Context: an optimization exercise on an open-source flow, tuned for small area, a short achievable clock period and few clock cycles. The choices shown serve that exercise and are no tape-out recipe. At most, simulation tests tie the RTL to the original design; equivalence was not proved. Power figures rest on the tool's default switching activity, not on a simulated workload.

// cpu
module cpu
	(output wire [7:0] address,
	 output wire [7:0] to_memory,
	 output wire write,
	 input  wire [7:0] from_memory,
	 input  wire clk, reset);
Settings: LEC_CHECK=0, CAP_MARGIN=20, CORE_MARGIN=2, CORE_UTILIZATION=40, SETUP_SLACK_MARGIN=5.0, SLEW_MARGIN=20; clock period 8.0 ns.
run.sh (not shown) runs the stock make flow with config.mk's settings and CLKGATE_MAP_FILE= SYNTH_SCRIPT=/design/flow/synth_recipe.tcl, a recipe that flattens the netlist after the stock synthesis.
Edit:
CTS_BUF_LIST = sky130_fd_sc_hd__clkbuf_4 sky130_fd_sc_hd__clkbuf_2   (was not set)
After rerunning: Routed wire length goes up by 0.96%. Count of clock-buffer cells in the layout fell by 4. Die area is unchanged. Final area increases by 0.72%. Final cell count increases by 1.6%. Global-route usage came out higher by 0.34 points. Synthesized cell count stays the same. Combinational power goes up by 4.6%. Flip-flop and latch count is unchanged.
No run of this note included a check of the RTL's function; only the layout flow was run.

* * *

== build 25 ==
The RTL this note starts from:
==> flow/design.v <==
module ALUb
	(output wire [7:0] Result,
	 output wire [3:0] NZVC,
	 input  wire [7:0] A, B,
	 input  wire y_b, y_nb, y_one, cin, pen, gen, arith, cinv);
	wire [7:0] Y = (B & {8{y_b}}) | (~B & {8{y_nb}}) | {8{y_one}};
	wire [7:0] p = A ^ Y;
	wire [7:0] g = A & Y;
	wire [8:0] c;
	assign c[0] = cin;
	genvar i;
	generate for (i = 0; i < 8; i = i + 1) begin : chain
		assign c[i+1] = (g[i] & arith) | (p[i] & c[i]);
	end endgenerate
	wire [7:0] lr = (p & {8{pen}}) ^ (g & {8{gen}});
	assign Result = lr ^ c[7:0];
	assign NZVC = {Result[7], 1'b0, c[8] ^ c[7], c[8] ^ cinv};
endmodule
module cpu
	(output wire [7:0] address,
	 output wire [7:0] to_memory,
	 output wire write,
	 input  wire [7:0] from_memory,
	 input  wire clk, reset);
	localparam [3:0] S_OP = 4'd0, S_IMM = 4'd1, S_DLD = 4'd2, S_DST = 4'd3, S_BR = 4'd4,
	                 S_LD1 = 4'd5, S_LD2 = 4'd6, S_WR = 4'd7, S_HALT = 4'd8;
	reg [7:0] A, B, AR, RP;
	reg [3:0] F;           
	reg zpend, zsrc;
	wire z_now = zpend ? ~|(zsrc ? B : A) : F[2];
	reg [3:0] irl;         
	reg [3:0] st;
	reg aluv, fast, cap, pv;
	wire [7:0] d = from_memory;
	assign address = AR;
	reg [7:0] W;
	reg wr;
	assign write = wr;
	assign to_memory = W;
	wire ar_io = &AR[7:5];
	wire rp_io = &RP[7:5];
	wire ar_fastok = ~ar_io & (AR[6:0] != 7'h7F) & (AR != 8'hDF);
	wire rp_fastok = ~rp_io & (RP[6:0] != 7'h7F) & (RP != 8'hDF);
	wire same_rg = (AR[7] == RP[7]) & (ar_io == rp_io);
	wire wants = (st == S_OP) | (st == S_IMM) | (st == S_DLD) | (st == S_DST) | (st == S_BR);
	wire avail = fast | cap | ar_io;
	wire consume = wants & avail;
	wire op_alu = d[6];
	wire op_imm = d[7] & ~d[4] & ~d[0];
	wire op_dld = d[7] & ~d[4] & d[0];
	wire op_dst = d[7] & d[4];
	wire op_br  = d[5];
	wire op_valid = ((d[7:4] == 4'h4) & (d[3:0] >= 4'h2) & (d[3:0] <= 4'hD)) |
	                (d == 8'h86) | (d == 8'h88) | (d == 8'h87) | (d == 8'h89) |
	                (d == 8'h96) | (d == 8'h97) |
	                ((d[7:4] == 4'h2) & (d[3:0] <= 4'h8));
	reg bad;
	reg taken;
	always @(*) begin
		case (irl)
			4'h0: taken = 1'b1;
			4'h1: taken = F[3];
			4'h2: taken = ~F[3];
			4'h3: taken = z_now;
			4'h4: taken = ~z_now;
			4'h5: taken = F[1];
			4'h6: taken = ~F[1];
			4'h7: taken = F[0];
			default: taken = ~F[0];
		endcase
	end
	wire [3:0] o = d[3:0];
	wire dsub = (o == 4'h3);
	wire dinc = (o == 4'h6) | (o == 4'h7);
	wire ddec = (o == 4'h8) | (o == 4'h9);
	wire dadd = (o == 4'h2) | (o == 4'hD);
	wire dand = (o == 4'h4);
	wire dor  = (o == 4'h5);
	wire dnot = (o == 4'hB) | (o == 4'hC);
	reg c_yb, c_ynb, c_yone, c_cin, c_arith;
	always @(posedge clk) begin
		c_yb    <= dadd | dand | dor | (o == 4'hA);
		c_ynb   <= dsub;
		c_yone  <= ddec | dnot;
		c_cin   <= dsub | dinc;
		c_arith <= dadd | dsub | dinc | ddec;
	end
	wire c_pen   = ~(irl == 4'h4);
	wire c_gen   = (irl == 4'h4) | (irl == 4'h5);
	wire c_cinv  = (irl == 4'h3) | (irl == 4'h8) | (irl == 4'h9);
	wire alu_to_b = (irl == 4'h7) | (irl == 4'h9) | (irl == 4'hC) | (irl == 4'hD);
	wire [7:0] alu_r;
	wire [3:0] alu_f;
	ALUb alu (.Result(alu_r), .NZVC(alu_f), .A(A), .B(B),
	          .y_b(c_yb), .y_nb(c_ynb), .y_one(c_yone), .cin(c_cin), .pen(c_pen),
	          .gen(c_gen), .arith(c_arith), .cinv(c_cinv));
	wire ld_now = (st == S_IMM & consume) | (st == S_LD1 & ar_io) | (st == S_LD2);
	wire ld_b = ~irl[1];
	wire ret = (st == S_WR) | (st == S_LD1 & ar_io) | (st == S_LD2);
	wire clob = (st == S_WR) & same_rg;
	wire pv_eff = pv & ~clob;
	wire hold = (st == S_LD1) & ~ar_io & ~(same_rg & pv);
	wire sel_d = consume & ((st == S_DLD) | (st == S_DST) | ((st == S_BR) & taken));
	wire use_rp = (st == S_LD1) | (st == S_LD2) | (st == S_WR);
	wire step_a = fast | ~avail;
	wire inc = use_rp ? (ret & (pv ? (pv_eff & rp_fastok) : 1'b1)) :
	           (wants & (~step_a | ar_fastok));
	wire [7:0] base = use_rp ? RP : AR;
	wire [7:0] base1 = base + 8'd1;
	wire [7:0] nxt = sel_d ? d : hold ? AR : inc ? base1 : base;
	always @(posedge clk or negedge reset) begin
		if (!reset) begin
			A <= 8'd0; B <= 8'd0; F <= 4'd0; AR <= 8'd0;
			st <= S_OP; aluv <= 1'b0; fast <= 1'b0; cap <= 1'b0; bad <= 1'b0; zpend <= 1'b0; wr <= 1'b0;
		end else begin
			zpend <= aluv;
			if (zpend) F[2] <= z_now;
			if (aluv) begin
				{F[3], F[1:0]} <= {alu_f[3], alu_f[1:0]};
				if (alu_to_b) B <= alu_r; else A <= alu_r;
			end
			if (ld_now) begin
				if (ld_b) B <= d; else A <= d;
			end
			aluv <= consume & (st == S_OP) & op_alu;
			AR <= nxt;
			if (ret) begin
				fast <= pv_eff & rp_fastok;
				cap <= pv_eff & ~rp_fastok;
			end else if (wants) begin
				fast <= ~sel_d & step_a & ar_fastok;
				cap <= ~sel_d & step_a & ~ar_fastok;
			end
			bad <= consume & (st == S_OP) & ~op_valid;
			wr <= ~bad & consume & (st == S_DST);
			if (bad) st <= S_HALT;
			else case (st)
				S_OP:  if (consume)
					st <= op_alu ? S_OP : op_imm ? S_IMM : op_dld ? S_DLD :
					      op_dst ? S_DST : op_br ? S_BR : S_HALT;
				S_IMM, S_BR: if (consume) st <= S_OP;
				S_DLD: if (consume) st <= S_LD1;
				S_DST: if (consume) st <= S_WR;
				S_LD1: st <= ar_io ? S_OP : S_LD2;
				S_LD2, S_WR: st <= S_OP;
				default: ;
			endcase
		end
	end
	always @(posedge clk) begin
		zsrc <= alu_to_b;
		W <= irl[0] ? B : A;
		if (consume && st == S_OP) irl <= d[3:0];
		if (consume && (st == S_DLD || st == S_DST)) begin
			RP <= AR;
			pv <= fast;
		end
	end
endmodule
export LEC_CHECK = 0
export ABC_AREA = 1
export CAP_MARGIN = 20
export CORE_MARGIN = 2
export CORE_UTILIZATION = 40
export SETUP_SLACK_MARGIN = 5.0
export SLEW_MARGIN = 20
create_clock -name core_clock -period 8.0 [get_ports {clk}]
standard.sh (not shown) runs the stock make flow with config.mk's settings and CLKGATE_MAP_FILE= SYNTH_SCRIPT=/design/flow/synth_recipe.tcl, a recipe that flattens the netlist after the stock synthesis.
==> flow/flow/run.sh <==
#!/bin/bash
# The standard layout (standard.sh), with four changes in how it is made:
#  - logic mapping with the ABC area script flow/abc_area.script (a copy of
#    the ORFS scripts folder is used, with only that file replaced; it adds
#    rounds of choice-based remapping and don't-care optimisation);
#  - timing repair aims at a setup margin of 5.4 ns instead of 5.0 ns;
#  - the port buffers are made with sky130_fd_sc_hd__buf_2;
#  - clock tree synthesis without dummy loads (otherwise ORFS's arguments).
# The design, constraints, clock period and all other settings are the standard flow's.
# The whole output of the tools goes to standard.log (and ORFS's own logs).
set -euo pipefail
here=$(pwd)
rm -rf "$here/orfs_scripts"
cp -r "$FLOW_HOME/scripts" "$here/orfs_scripts"
cp "$here/flow/abc_area.script" "$here/orfs_scripts/abc_area.script"
sed -e 's/SETUP_SLACK_MARGIN=[0-9.]*/SETUP_SLACK_MARGIN=5.4/' \
    -e "s|^make -C |make SCRIPTS_DIR=$here/orfs_scripts -C |" standard.sh > standard_custom.sh
export BUFFER_PORTS_ARGS="-buffer_cell sky130_fd_sc_hd__buf_2"
export CTS_ARGS="-sink_clustering_enable -repair_clock_nets -dont_use_dummy_load"
bash standard_custom.sh > standard.log 2>&1
==> flow/flow/abc_area.script <==
strash
dc2
dch -f
map -B 0.9
mfs
strash
dch -f
map -B 0.9
mfs
strash
dch -f
map -B 0.9
topo
stime -c
buffer -c
upsize -c
dnsize -c
Build 25 went all the way through synthesis, placement and routing and the layout is clean on timing, DRC and antenna.
Testbench counts of build 25, summed over its fixed seeds: cycles 69,132.
Input changes introduced in build 6 (baseline for comparison: build 25):
==> flow/flow/run.sh <==
#!/bin/bash
# The standard layout, with timing repair aiming at a larger setup margin
# and the port buffers made with sky130_fd_sc_hd__buf_2.
set -euo pipefail
sed 's/SETUP_SLACK_MARGIN=[0-9.]*/SETUP_SLACK_MARGIN=5.2/' standard.sh > standard_margin.sh
export BUFFER_PORTS_ARGS="-buffer_cell sky130_fd_sc_hd__buf_2"
bash standard_margin.sh > standard.log 2>&1
removed: flow/flow/abc_area.script
[summary]
- Build 6 has completed all stages; timing, DRC and antenna checks passed.
- The fraction of area in multi-input gates in build 6 sits 0.24 points below the value recorded for build 25.
- Looking only at total leakage power, and setting everything else aside, the higher value of build 6 and build 25 goes to build 6.
- Worst stage delay on the critical path for build 6 is higher than for build 25.
What build 32 does differently from build 6 at the input level:
Settings: an added TNS_END_PERCENT of 0.
==> flow/flow/run.sh <==
#!/bin/bash
# The standard layout (standard.sh), with three changes in how it is made:
#  - logic mapping with the ABC area script flow/abc_area.script (a copy of
#    the ORFS scripts folder is used, with only that file replaced; it adds
#    rounds of choice-based remapping and don't-care optimisation);
#  - timing repair aims at a setup margin of 5.45 ns instead of 5.0 ns;
#  - the port buffers are made with sky130_fd_sc_hd__buf_2.
# The design, constraints, clock period and all other settings are the standard flow's.
# The whole output of the tools goes to standard.log (and ORFS's own logs).
set -euo pipefail
here=$(pwd)
rm -rf "$here/orfs_scripts"
cp -r "$FLOW_HOME/scripts" "$here/orfs_scripts"
cp "$here/flow/abc_area.script" "$here/orfs_scripts/abc_area.script"
sed -e 's/SETUP_SLACK_MARGIN=[0-9.]*/SETUP_SLACK_MARGIN=5.45/' \
    -e "s|^make -C |make SCRIPTS_DIR=$here/orfs_scripts -C |" standard.sh > standard_custom.sh
export BUFFER_PORTS_ARGS="-buffer_cell sky130_fd_sc_hd__buf_2"
export CTS_ARGS="-sink_clustering_enable -repair_clock_nets -dont_use_dummy_load"
bash standard_custom.sh > standard.log 2>&1
==> flow/flow/abc_area.script (new file) <==
strash
dc2
dch -f
map -B 0.9
mfs
strash
dch -f
map -B 0.9
mfs
strash
dch -f
map -B 0.9
topo
stime -c
buffer -c
upsize -c
dnsize -c
==> notes.md <==
After synthesis and placement, the instance count of build 32 is below that of build 6.
Build 32 against build 6: final core area utilization decreased by 0.95 points relative to the old numbers; net count after synthesis decreased by about 4.6% relative to the old numbers; via density per instance increased by 0.098 relative to the old numbers; global-route wire length before repair decreased by 1.1% relative to the old numbers.
Build 6 → build 32: combinational fraction of design power increased by 1.4 points relative to the old numbers, number of multi-input logic gates decreased by 19 relative to the old numbers.
Between build 32 and build 6, power density over the cells is higher for build 6, build 32 comes in under that.
[compare] base=build 6 new=build 32: final critical-path setup slack rose 0.078 ns; via count now sits lower; total of plain and repair buffers excluding clock buffers now larger.
> inputs changed (build 32 -> build 56)
Settings: TNS_END_PERCENT: 0 -> unset.
==> flow/flow/run.sh <==
#!/bin/bash
# The standard layout, with timing repair aiming at a larger setup margin
# and the port buffers made with sky130_fd_sc_hd__buf_2.
set -euo pipefail
sed 's/SETUP_SLACK_MARGIN=[0-9.]*/SETUP_SLACK_MARGIN=5.5/' standard.sh > standard_margin.sh
export BUFFER_PORTS_ARGS="-buffer_cell sky130_fd_sc_hd__buf_2"
bash standard_margin.sh > standard.log 2>&1
removed: flow/flow/abc_area.script
--- outcome ---
- Multi-input combinational gate total (lower): build 32
- Diff build 32 -> build 56 | number of cells on the worst reg-to-reg path | increase of 10
- Compared with build 32, upper clock frequency limit in build 56 increased slightly.
- Build 32 → build 56: proportion of power drawn by flip-flops and latches decreased 9.0 points; minimum period implied by the final worst setup slack decreased 0.049 ns.
- Changes observed in build 56 relative to build 32: pre-CTS worst setup slack moved down, actual slew at the worst max-slew pin moved down, final wirelength moved up.
- Of build 56 and build 32, it is build 56 that has the higher tightest slew margin relative to the limit.
- When build 56 is measured against build 32, its period utilization turns out 0.62 points lower.
- Build 56 ended up with AR[0] as its launching element of the worst setup path; build 32 ended up with AR[5].
- | setup slack after layout | build 56 vs build 32 | better |
- met1 as the layer carrying the most global-route usage was reported by build 32, and met2 by build 56.

-- what the ideal ports hide --
The flow's constraints put no driver on any port. The routed layouts listed below were extracted and timed again, unchanged, in two steps. Step 1, drivers: a clkbuf_16 drives clk and a buf_2 each remaining input, both assumed. Step 2 adds t to the input delays and takes it off the output delays; t is the mean of the earliest and latest rising clock arrival at the registers after step 1. Input paths then give back, and output paths get back, about the clock's delay inside the block. Three values: ideal, step 1, step 2; two values: the first two.
run | t (ns) | setup slack, ns | pins driven straight from the clock port
the first run of note 1 | 0.362 | 5.076 / 5.047 / 4.759 | 1
the second run of note 1 | 0.423 | 4.930 / 4.901 / 4.605 | 1
build 25 | 0.368 | 5.412 / 5.375 / 5.363 | 1
build 6 | 0.388 | 5.366 / 5.335 / 5.265 | 1
build 32 | 0.367 | 5.445 / 5.409 / 5.363 | 1
build 56 | 0.389 | 5.494 / 5.460 / 5.308 | 1
After both steps setup and hold are still met in every run listed. For the second run of note 1, which loses most, drivers alone change the setup slack by -0.029 ns; drivers and shift together by -0.325 ns.
